Context: an optimization exercise on an open-source flow, tuned for small area and a short achievable clock period. The choices shown serve that exercise and are no tape-out recipe.
In this exercise RTL edits were held to simulation tests only and were not proved equivalent to the original.
No driver is modelled on the clock port, so clocking that relies on it looks cheaper here than on a real chip.

Setup of trial 21:
==> flow/design.v (excerpt) <==
module wallace_multiplier_16bit(
    input  wire        clk,
    input  wire        rst,
    input  wire [15:0] multiplicand,
    input  wire [15:0] multiplier,
    output reg  [31:0] result
);
clock: 3.0 ns
lec_check: 0
cap_margin: 20
core_margin: 2
core_utilization: 60
cts_buf_list: sky130_fd_sc_hd__clkbuf_4 sky130_fd_sc_hd__clkbuf_8
cts_cluster_diameter: 50
cts_cluster_size: 12
slew_margin: 20
synth_hierarchical: 1
synth_minimum_keep_size: 0
standard.sh (not shown) runs the stock make flow with config.mk's settings and CLKGATE_MAP_FILE= SYNTH_SCRIPT=/design/flow/synth_recipe.tcl, a recipe that flattens the netlist after the stock synthesis.
==> flow/flow/run.sh <==
#!/bin/bash
# Standard ORFS layout (the standard.sh) with these changes:
#  - plain buf_1 cells as the port buffers (buffer_ports picks delay cells by default);
#  - clock tree synthesis without dummy load cells;
set -euo pipefail
export BUFFER_PORTS_ARGS="-buffer_cell sky130_fd_sc_hd__buf_1"
export CTS_ARGS="-sink_clustering_enable -repair_clock_nets -dont_use_dummy_load -sink_clustering_size 12 -sink_clustering_max_diameter 50 -buf_list {sky130_fd_sc_hd__clkbuf_4 sky130_fd_sc_hd__clkbuf_8}"
SKIP_CTS_REPAIR_TIMING=1 SETUP_SLACK_MARGIN=0 bash standard.sh cts > standard_to_cts.log 2>&1
RES=orfs/results/${FLOW_PLATFORM:-sky130hd}/wallace_multiplier_16bit/base R5_MODE=mid \
  openroad -no_init -exit flow/skew.tcl > skew.log 2>&1
SETUP_SLACK_MARGIN=1.3 bash standard.sh > standard_finish.log 2>&1
==> flow/flow/skew.tcl <==
proc insts_matching {pats} {
  set r {}
  foreach i [[ord::get_db_block] getInsts] {
    if {[$i findITerm CLK] eq "NULL"} continue
    foreach p $pats { if {[string match $p [$i getName]]} { lappend r $i; break } }
  }
  return $r
}
proc clk_net_of {inst} { return [[[$inst findITerm CLK] getNet] getName] }
proc busiest_net {insts} {
  set cnt [dict create]
  foreach i $insts { dict incr cnt [clk_net_of $i] }
  set best ""; set bn 0
  dict for {k v} $cnt { if {$v > $bn} { set best $k; set bn $v } }
  return $best
}
proc regroup {name insts src_net cells} {
  # a chain of the given buffer cells from src_net to the clock pins of insts
  set block [ord::get_db_block]
  set sx 0; set sy 0
  foreach i $insts {
    set b [$i getBBox]
    set sx [expr {$sx + ([$b xMin] + [$b xMax]) / 2}]
    set sy [expr {$sy + ([$b yMin] + [$b yMax]) / 2}]
  }
  set n [llength $insts]
  set x [expr {$sx / $n}]; set y [expr {$sy / $n}]
  set prev [$block findNet $src_net]
  set k 0
  foreach cell $cells {
    set inst [odb::dbInst_create $block [[ord::get_db] findMaster $cell] ${name}_$k]
    set net [odb::dbNet_create $block ${name}_${k}_net]
    $net setSigType CLOCK
    [$inst findITerm A] connect $prev
    [$inst findITerm X] connect $net
    $inst setLocation $x $y
    $inst setPlacementStatus PLACED
    set prev $net
    incr k
  }
  set old {}
  foreach i $insts {
    set it [$i findITerm CLK]
    lappend old [[$it getNet] getName]
    $it disconnect
    $it connect $prev
  }
  # drop clock buffers left without loads
  foreach on [lsort -unique $old] {
    set cn [$block findNet $on]
    if {$cn eq "NULL"} continue
    set loads 0
    foreach it [$cn getITerms] { if {[$it isInputSignal]} { incr loads } }
    if {$loads == 0} {
      foreach it [$cn getITerms] { odb::dbInst_destroy [$it getInst] }
      odb::dbNet_destroy $cn
      puts "removed clock net $on, left without loads"
    }
  }
  puts "$name: $cells drive $n clock pins from $src_net"
}
proc driver_input_net {netname} {
  # the net at the input of the buffer that drives netname
  foreach it [[[ord::get_db_block] findNet $netname] getITerms] {
    if {[$it isOutputSignal]} { return [[[[$it getInst] findITerm A] getNet] getName] }
  }
  return ""
}
proc halves_by_x {insts} {
  set l {}
  foreach i $insts { lappend l [list [[$i getBBox] xMin] $i] }
  set l [lsort -integer -index 0 $l]
  set h [expr {[llength $l] / 2}]
  set a {}; set b {}
  foreach e [lrange $l 0 [expr {$h - 1}]] { lappend a [lindex $e 1] }
  foreach e [lrange $l $h end] { lappend b [lindex $e 1] }
  return [list $a $b]
}
proc apply_skew {r5_mode} {
  lassign [halves_by_x [insts_matching {q1_*}]] a b
  regroup ckskew_r1a $a clk sky130_fd_sc_hd__clkbuf_16
  regroup ckskew_r1b $b clk sky130_fd_sc_hd__clkbuf_16
  set r5 [insts_matching {result* vld_n*}]
  set leaf [busiest_net $r5]
  if {$r5_mode eq "leaf"} {
    regroup ckskew_r5 $r5 $leaf sky130_fd_sc_hd__clkbuf_16
  } elseif {$r5_mode eq "mid"} {
    regroup ckskew_r5 $r5 [driver_input_net $leaf] sky130_fd_sc_hd__clkbuf_16
  }
}

set res $::env(RES)
read_db $res/4_cts.odb
apply_skew $::env(R5_MODE)
detailed_placement
check_placement
write_db $res/4_cts.odb
--- input diff trial 21..trial 84 ---
diff --git a/flow/flow/run.sh b/flow/flow/run.sh
--- a/flow/flow/run.sh
+++ b/flow/flow/run.sh
@@ -8,3 +8,3 @@
 SKIP_CTS_REPAIR_TIMING=1 SETUP_SLACK_MARGIN=0 bash standard.sh cts > standard_to_cts.log 2>&1
-RES=orfs/results/${FLOW_PLATFORM:-sky130hd}/wallace_multiplier_16bit/base R5_MODE=mid \
+RES=orfs/results/${FLOW_PLATFORM:-sky130hd}/wallace_multiplier_16bit/base R5_MODE=none \
   openroad -no_init -exit flow/skew.tcl > skew.log 2>&1
diff --git a/flow/flow/skew.tcl b/flow/flow/skew.tcl
--- a/flow/flow/skew.tcl
+++ b/flow/flow/skew.tcl
@@ -87,3 +87,3 @@
   } elseif {$r5_mode eq "mid"} {
-    regroup ckskew_r5 $r5 [driver_input_net $leaf] sky130_fd_sc_hd__clkbuf_16
+    regroup ckskew_r5 $r5 [driver_input_net $leaf] {sky130_fd_sc_hd__clkbuf_2 sky130_fd_sc_hd__clkbuf_16}
   }
On post-CTS clock slew at the launch and capture registers of the worst setup and hold paths, the higher figure sits with trial 21, not trial 84. From trial 21 to trial 84 the numbers moved as follows: routed wire length held; all-layer global routing usage essentially unchanged; non-clock buffer count higher.

port drivers added, routing unchanged:
In the flow no input, the clock included, has a driving cell. The finished layouts below were timed again as built, in two steps. Step 1 sets driving cells, clkbuf_16 on the clock port and buf_2 on the other inputs (assumed; they add their load-dependent delay and slew). Step 2, shift: input delay + t, output delay - t, t = (earliest + latest rising clock arrival at the registers) / 2. This alone moves slack from input paths to output paths. Slacks: no drivers / after step 1 / after step 2; pairs: no drivers / after step 1.
run	t (ns)	slack for setup (ns)	worst hold slack (ns)	worst setup path at the end	latest minus earliest clock arrival (ns)	slew at the worst register clock pin (ns)
trial 21	0.433	1.279 / 1.217 / 1.292	0.094 / 0.053 / 0.181	register to register	0.478 / 0.478	0.11 / 0.11
trial 84	0.419	1.259 / 1.259 / 1.259	0.138 / 0.097 / 0.256	register to register	0.450 / 0.450	0.09 / 0.09
In trial 21 and trial 84 the clock reaches the registers at very different times; t lies between them, and the last value is a rough guide only.
